Background: an optimization exercise with open tools, aiming at small area. Do not read the settings as production practice.
Only simulation tests tie the RTL to the original design; equivalence was not proved.
The clock input has no modelled driver; a real chip could not lean on it and would need a root buffer or a full tree.

Setup of the baseline:
==> flow/design.v <==
module PWM
(
    input   wire    [1:0]   s,
    input   wire    [9:0]   T,
    input   wire    [9:0]   M,
    input   wire            y,
    input   wire            p0,      
    output  wire    [2:0]   OUT
);
    wire [10:0] uc;
    wire [10:0] dc;
    assign uc[0] = ~y;
    assign dc[0] = 1'b1;
    genvar i;
    generate
        for (i = 0; i < 10; i = i + 1) begin : g_cmp
            assign uc[i+1] = (T[i] & ~M[i]) | (uc[i] & (T[i] | ~M[i]));
            assign dc[i+1] = (T[i] &  M[i]) | (dc[i] & (T[i] |  M[i]));
        end
    endgenerate
    wire        up   = uc[10];
    wire        dn   = dc[10];
    reg  [2:0]  sel;
    always @(*) begin
        case (s)
            2'b01:   sel = {dn,   1'b1, up  };    
            2'b11:   sel = {1'b1, up,   dn  };    
            2'b10:   sel = {up,   dn,   1'b1};    
            default: sel = 3'b000;                
        endcase
    end
    assign OUT = p0 ? 3'b000 : sel;
endmodule
module LEDRGBCtrl
(
    input   wire    CLK,
    input   wire    nRST,
    output  wire    [2:0]    LEDs
);
    localparam [1:0] R = 2'b00, S0 = 2'b01, S1 = 2'b11, S2 = 2'b10;
    reg [1:0]   s;
    reg [9:0]   M;
    reg [7:0]   n;
    reg [9:0]   T;
    wire        isR   = (s == R);
    wire        isS2  = (s == S2);
    wire        nz    = ~|n[6:0];
    wire        y     = ~n[7] & nz;                          
    wire        m_hi  = &M[9:4];
    wire        end1  = y & m_hi & M[1] & M[0];              
    wire        end2  = y & m_hi & M[2];                     
    wire        t_end = (&T[9:4]) & T[2];                    
    wire        n_fb  = (n[7] ^ n[5] ^ n[4] ^ n[3] ^ nz) & ~(isS2 & end1);
    always @(posedge CLK or negedge nRST) begin
        if (!nRST) begin
            s <= R;
            n <= 8'd0;
        end else begin
            case (s)
                R:       s <= S0;
                S0:      s <= end1 ? S1 : S0;
                S1:      s <= end1 ? S2 : S1;
                default: s <= end2 ? S0 : S2;
            endcase
            n <= {n[6:0], n_fb};
        end
    end
    always @(posedge CLK) begin
        T <= (isR | t_end) ? 10'd12 : T + 1'b1;
        M <= (isR | end2 | (end1 & ~isS2)) ? 10'd12 : M + y;
    end
    PWM u_pwm
    (
        .s      (   s       ),
        .T      (   T       ),
        .M      (   M       ),
        .y      (   y       ),
        .p0     (   t_end   ),
        .OUT    (   LEDs    )
    );
endmodule
==> flow/config.mk <==
export PLATFORM = sky130hd
export DESIGN_NAME = LEDRGBCtrl
export DESIGN_NICKNAME = LEDRGBCtrl
export VERILOG_FILES = /design/flow/design.v
export SDC_FILE = /design/flow/constraint.sdc
export NUM_CORES = 4
export LEC_CHECK = 0
export CAP_MARGIN = 20
export CORE_MARGIN = 2
export CORE_UTILIZATION = 40
export PLACE_DENSITY = 0.9
export SLEW_MARGIN = 20
==> flow/constraint.sdc <==
create_clock -name core_clock -period 6.0 [get_ports {CLK}]
set_input_delay 1.2000 -clock core_clock [delete_from_list [all_inputs] [get_ports {CLK}]]
set_output_delay 1.2000 -clock core_clock [all_outputs]
set_load 0.01 [all_outputs]
standard.sh (not shown) runs the stock make flow with config.mk's settings and CLKGATE_MAP_FILE= SYNTH_SCRIPT=/design/flow/synth_recipe.tcl, a recipe that flattens the netlist after the stock synthesis.
==> flow/flow/run.sh <==
#!/bin/bash
# Own layout flow: the standard synthesis, then its combinational logic
# re-mapped for area with ABC (registers kept as they are: same instances,
# names and cells), then the standard ORFS layout, with the ports buffered by
# the smallest buffer and the clock distributed by one level of clock buffers
# (clock_buffer.tcl) in place of the CTS step. Each tool's output goes to a
# log_*.log file in the folder the flow runs in.
set -euo pipefail
W=$(pwd)
F=$W/flow
R=$W/orfs/results/$FLOW_PLATFORM/LEDRGBCtrl/base
PLAT=$FLOW_HOME/platforms/$FLOW_PLATFORM
LIB=$PLAT/lib/sky130_fd_sc_hd__tt_025C_1v80.lib

# 1. standard synthesis
bash standard.sh synth > log_synth_standard.log 2>&1
cp "$R/1_2_yosys.v" std_1_2_yosys.v

# 2. re-map the combinational logic, keep the smallest result
DU=$(sed -n '/DONT_USE_CELLS/,/^$/p' "$PLAT/config.mk" | grep -oE 'sky130_fd_sc_hd__[A-Za-z0-9_]+' | sed 's/^/-dont_use /' | tr '\n' ' ')
best=""
besta=""
i=0
while IFS= read -r scr; do
  [[ -z "$scr" ]] && continue
  i=$((i+1))
  echo "$scr" | tr ';' '\n' > resyn_$i.abc
  cat > resyn_$i.ys <<EOS
read_liberty -ignore_miss_func $LIB
blackbox sky130_fd_sc_hd__df*
read_verilog std_1_2_yosys.v
hierarchy -top $FLOW_TOP
flatten
opt_clean
abc -script resyn_$i.abc -liberty $LIB $DU
opt_clean -purge
hilomap -singleton -hicell sky130_fd_sc_hd__conb_1 HI -locell sky130_fd_sc_hd__conb_1 LO
insbuf -buf sky130_fd_sc_hd__buf_4 A X
splitnets
opt_clean -purge
rename -hide w:*.*
write_verilog -noattr -noexpr -nohex -nodec resyn_$i.v
design -reset
read_liberty -lib $LIB
read_verilog resyn_$i.v
hierarchy -check -top $FLOW_TOP
check -assert -mapped
stat -liberty $LIB
EOS
  if yosys -s resyn_$i.ys > log_resyn_$i.log 2>&1 < /dev/null; then
    a=$(grep "Chip area" log_resyn_$i.log | tail -1 | awk '{print $NF}')
    echo "script $i area $a: $scr"
    if [[ -z "$besta" ]] || awk -v a="$a" -v b="$besta" 'BEGIN{exit !(a<b)}'; then
      best=$i; besta=$a
    fi
  else
    echo "script $i failed: $scr"
  fi
done < "$F/abc_scripts.txt"
echo "best script $best area $besta"
if [[ -n "$best" ]]; then
  cp resyn_$best.v "$R/1_2_yosys.v"
else
  cp std_1_2_yosys.v "$R/1_2_yosys.v"
fi
rm -f "$R/1_synth.odb" "$R/1_synth.sdc"
bash standard.sh synth > log_synth_odb.log 2>&1

# 3. placement (ports buffered with the smallest buffer)
PORTS="BUFFER_PORTS_ARGS=-buffer_cell sky130_fd_sc_hd__buf_1"
bash standard.sh "$PORTS" place > log_place.log 2>&1

# 4. clock: a few clock buffers fed by the clock port in place of the CTS
# step's tree; the smallest set whose clock-pin slew stays under the target
bestc=""
bestca=""
while read -r k cell area; do
  [[ -z "$k" ]] && continue
  d=$W/clock_${k}_$cell
  rm -rf "$d"; mkdir -p "$d"
  cp "$R/3_place.odb" "$R/3_place.sdc" "$d/"
  if RESULTS=$d CLOCK_BUF=sky130_fd_sc_hd__$cell CLOCK_GROUPS=$k CLOCK_PORT=CLK \
      openroad -no_init -exit "$F/clock_buffer.tcl" > "log_clock_${k}_$cell.log" 2>&1 < /dev/null; then
    slew=$(grep CLOCK_PIN_SLEW_PS "log_clock_${k}_$cell.log" | awk '{print $2}')
    tot=$(awk -v k="$k" -v a="$area" 'BEGIN{print k*a}')
    echo "clock $k x $cell: area $tot, slew $slew ps"
    if awk -v s="$slew" 'BEGIN{exit !(s<=117)}'; then
      if [[ -z "$bestca" ]] || awk -v a="$tot" -v b="$bestca" 'BEGIN{exit !(a<b)}'; then
        bestc=$d; bestca=$tot
      fi
    fi
  fi
done < "$F/clock_options.txt"
if [[ -z "$bestc" ]]; then
  # none under the target: the option with the smallest slew
  bests=""
  for lg in log_clock_*.log; do
    sl=$(grep CLOCK_PIN_SLEW_PS "$lg" | awk '{print $2}')
    [[ -z "$sl" ]] && continue
    if [[ -z "$bests" ]] || awk -v a="$sl" -v b="$bests" 'BEGIN{exit !(a<b)}'; then
      bests=$sl; bestc=$W/$(basename "$lg" .log | sed 's/^log_//')
    fi
  done
fi
echo "clock choice $bestc"
cp "$bestc/4_1_cts.odb" "$bestc/4_cts.sdc" "$R/"

# 5. routing and the final layout
bash standard.sh "$PORTS" finish > log_layout.log 2>&1
Other scripts of this flow, unchanged in this note and not shown: flow/flow/abc_scripts.txt, flow/flow/clock_buffer.tcl, flow/flow/clock_options.txt
diff inputs: the baseline => the candidate
--- a/flow/design.v
+++ b/flow/design.v
@@ -39,9 +39,11 @@
 );
     localparam [1:0] R = 2'b00, S0 = 2'b01, S1 = 2'b11, S2 = 2'b10;
     reg [1:0]   s;
     reg [9:0]   M;
-    reg [7:0]   n;
+    reg [6:0]   nl;                  
+    reg         n7;                  
+    wire [7:0]  n = {n7, nl};
     reg [9:0]   T;
     wire        isR   = (s == R);
     wire        isS2  = (s == S2);
     wire        nz    = ~|n[6:0];
@@ -49,24 +51,25 @@
     wire        m_hi  = &M[9:4];
     wire        end1  = y & m_hi & M[1] & M[0];              
     wire        end2  = y & m_hi & M[2];                     
     wire        t_end = (&T[9:4]) & T[2];                    
-    wire        n_fb  = (n[7] ^ n[5] ^ n[4] ^ n[3] ^ nz) & ~(isS2 & end1);
+    wire        n_fb  = ((n[7] ^ (n[2] | n[3]) ^ nz) & ~(isS2 & end1)) | isR;
     always @(posedge CLK or negedge nRST) begin
         if (!nRST) begin
             s <= R;
-            n <= 8'd0;
+            nl <= 7'd0;
         end else begin
             case (s)
                 R:       s <= S0;
                 S0:      s <= end1 ? S1 : S0;
                 S1:      s <= end1 ? S2 : S1;
                 default: s <= end2 ? S0 : S2;
             endcase
-            n <= {n[6:0], n_fb};
+            nl <= {n[5:0], n_fb};
         end
     end
     always @(posedge CLK) begin
+        n7 <= n[6];
         T <= (isR | t_end) ? 10'd12 : T + 1'b1;
         M <= (isR | end2 | (end1 & ~isS2)) ? 10'd12 : M + y;
     end
     PWM u_pwm
Notes after the runs:
Compared with the baseline, the candidate shows a higher largest fanout of any net on the critical path. In the reports for the candidate and the baseline, the larger share of the cycle needed by the critical path after routing belongs to the candidate. Fraction of standard cell area in multi-input logic delta for the candidate relative to the baseline: 0.74 points lower. In the tables for the candidate and the baseline, cell area after placement reads higher with the baseline. Changes observed in the candidate relative to the baseline: via count of the first global-routing pass decreased 55, transition time at the pin with the least slew margin increased 0.37 ns, wire length decreased about 5%.
No run of this note takes its clock network from TritonCTS; it comes from the design's own scripts or RTL.

separate check: timing with driven ports:
The flow's constraints put no driver on any port. The routed layouts listed below were extracted and timed again, unchanged, in two steps.
Step 1 sets driving cells, clkbuf_16 on the clock port and buf_2 on the other inputs (assumed; they add their load-dependent delay and slew).
Step 2, shift: input delay + t, output delay - t, t = (earliest + latest rising clock arrival at the registers) / 2. This alone moves slack from input paths to output paths.
Slacks: no drivers / after step 1 / after step 2; pairs: no drivers / after step 1.
| run | t, ns | slack for setup (ns) | slew at the worst register clock pin (ns) |
|---|---|---|---|
| the baseline | 0.174 | 1.955 / 1.923 / 2.097 | 0.11 / 0.11 |
| the candidate | 0.171 | 1.592 / 1.560 / 1.731 | 0.11 / 0.11 |
After both steps every run listed still meets setup and hold.
